What follows belongs to an exercise in optimizing a design on an open flow for small area; a production flow would make more cautious choices.
The RTL was checked by simulation tests, not by an equivalence proof against the original design.

==> raven: inputs <==
Design rgb2ycrcb, start of the top module:
module rgb2ycrcb(clk, rst, r, g, b, y, cr, cb);
	input        clk;
	input        rst;
	input  [9:0] r, g, b;
	output reg [9:0] y, cr, cb;
	reg [31:0] pa;
	reg [39:0] pb;
	reg rst1, rst2;
	wire kill = rst | rst1 | rst2;
	wire g1;
	assign g1 = r[0] & ~g[0];
	wire g2;
	gx2 ug2 (.a(r[0]), .b(g[0]), .y(g2));
	wire i3;
	assign i3 = ~g[1];
	wire s4;
	wire c5;
	fa us4 (.a(r[1]), .b(i3), .c(g1), .s(s4), .co(c5));
	wire i6;
	assign i6 = ~g[2];
	wire s7;
	wire c8;
	fa us7 (.a(r[2]), .b(i6), .c(c5), .s(s7), .co(c8));
	wire i9;
	assign i9 = ~g[3];
	wire s10;
	wire c11;
	fa us10 (.a(r[3]), .b(i9), .c(c8), .s(s10), .co(c11));
	wire i12;
	assign i12 = ~g[4];
	wire s13;
	wire c14;
	fa us13 (.a(r[4]), .b(i12), .c(c11), .s(s13), .co(c14));
	wire i15;
	assign i15 = ~g[5];
	wire s16;
	wire c17;
	fa us16 (.a(r[5]), .b(i15), .c(c14), .s(s16), .co(c17));
	wire i18;
	assign i18 = ~g[6];
	wire s19;
	wire c20;
  ...
Settings: LEC_CHECK=0, CAP_MARGIN=20, CORE_MARGIN=2, CORE_UTILIZATION=70, SLEW_MARGIN=20, SYNTH_HIERARCHICAL=1, SYNTH_MINIMUM_KEEP_SIZE=0; clock period 6.0 ns.
standard.sh (not shown) runs the stock make flow with config.mk's settings and CLKGATE_MAP_FILE= SYNTH_SCRIPT=/design/flow/synth_recipe.tcl, a recipe that flattens the netlist after the stock synthesis.
==> flow/flow/run.sh <==
#!/bin/bash
# Standard ORFS layout with two changes: small port buffers, and a clock tree of small
# buffers without dummy loads.
set -euo pipefail
bash standard.sh \
  "BUFFER_PORTS_ARGS=-buffer_cell sky130_fd_sc_hd__buf_1" \
  "CTS_ARGS=-sink_clustering_enable -repair_clock_nets -root_buf sky130_fd_sc_hd__clkbuf_8 -buf_list sky130_fd_sc_hd__clkbuf_4 -sink_clustering_size 7 -sink_clustering_max_diameter 40 -dont_use_dummy_load" \
  finish > make_finish.log 2>&1
==> amber (differences from raven) <==
==> flow/flow/run.sh (replaced) <==
#!/bin/bash
# Standard ORFS layout with two changes: small port buffers, and a clock tree of small
# buffers without dummy loads.
set -euo pipefail
bash standard.sh \
  "BUFFER_PORTS_ARGS=-buffer_cell sky130_fd_sc_hd__buf_1" \
  "CTS_ARGS=-sink_clustering_enable -repair_clock_nets -buf_list sky130_fd_sc_hd__clkbuf_8 -dont_use_dummy_load" \
  finish > make_finish.log 2>&1
==> notes <==
- In count of clock-buffer cells in the layout, amber and raven do not differ.
- In area after synthesis, raven and amber do not differ.
- Maximum frequency is the same in raven and amber.
- First-iteration DRC count is the same in raven and amber.
- In design area, raven and amber do not differ.
- In via count, raven and amber do not differ.

* * *

==> 02-17: inputs <==
rgb2ycrcb, a different RTL version from the one above (not shown whole).
Settings: LEC_CHECK=0, ABC_CLOCK_PERIOD_IN_PS=20000, CAP_MARGIN=20, CORE_MARGIN=2, CORE_UTILIZATION=75, GPL_TIMING_DRIVEN=0, SLEW_MARGIN=20, SYNTH_HIERARCHICAL=1, SYNTH_MINIMUM_KEEP_SIZE=0; clock period 6.0 ns.
==> flow/flow/run.sh <==
#!/bin/bash
# Standard ORFS layout with two changes: small port buffers, and a clock tree of small
# buffers without dummy loads.
set -euo pipefail
bash standard.sh \
  "BUFFER_PORTS_ARGS=-buffer_cell sky130_fd_sc_hd__buf_1" \
  "CTS_ARGS=-sink_clustering_enable -repair_clock_nets -buf_list sky130_fd_sc_hd__clkbuf_8 -dont_use_dummy_load" \
  finish > make_finish.log 2>&1
==> 04-09 (differences from 02-17) <==
- ABC_CLOCK_PERIOD_IN_PS: 20000 -> default
==> qor.yml <==
status: "timing/DRC/antenna clean"
synth_common_cells: "138 x fa_1, 101 x dfxtp_1, 42 x inv_1"
cts_resized: 1
layout.nonclk_buf_frac: 0.03860
register_area_mm2: 0.002028
viasPerCell: 5.432
the above is filed under 02-17

==> qor.yml <==
cts_resized: 1
status: "timing/DRC/antenna clean"
layout.nonclk_buf_frac: 0.03860
register_area_mm2: 0.002028
viasPerCell: 5.432
whs_endpoint: "pb[3]$_DFF_P_"
clock_latency_ns: 0.37
cts_made_buffers: 9
worst_slew_pin_slew_ns: 0.7750
synth_common_cells: "138 x fa_1, 101 x dfxtp_1, 42 x inv_1"
the above is filed under 04-09

-- static timing again, ports no longer ideal --
The flow's constraints put no driver on any port. The routed layouts listed below were extracted and timed again, unchanged, in two steps.
Step 1: set_driving_cell puts a clkbuf_16 on clk and a buf_2 on each other input, an assumption about the parent block.
Step 2 moves the port delays by t, midway between the first and last clock arrival at a register: inputs arrive t later, outputs are due t later. That takes back most of the time a late clock gives input paths.
a / b / c = ideal ports / drivers / drivers and shift; a / b = the first two.
run | shift t [ns] | setup WS [ns] | worst hold slack (ns)
raven | 0.386 | 0.854 / 0.854 / 0.750 | 0.387 / 0.387 / 0.387
amber | 0.386 | 0.854 / 0.854 / 0.750 | 0.387 / 0.387 / 0.387
02-17 | 0.380 | 0.103 / 0.103 / 0.103 | 0.319 / 0.319 / 0.319
04-09 | 0.380 | 0.103 / 0.103 / 0.103 | 0.319 / 0.319 / 0.319
After both steps setup and hold are still met in every run listed.
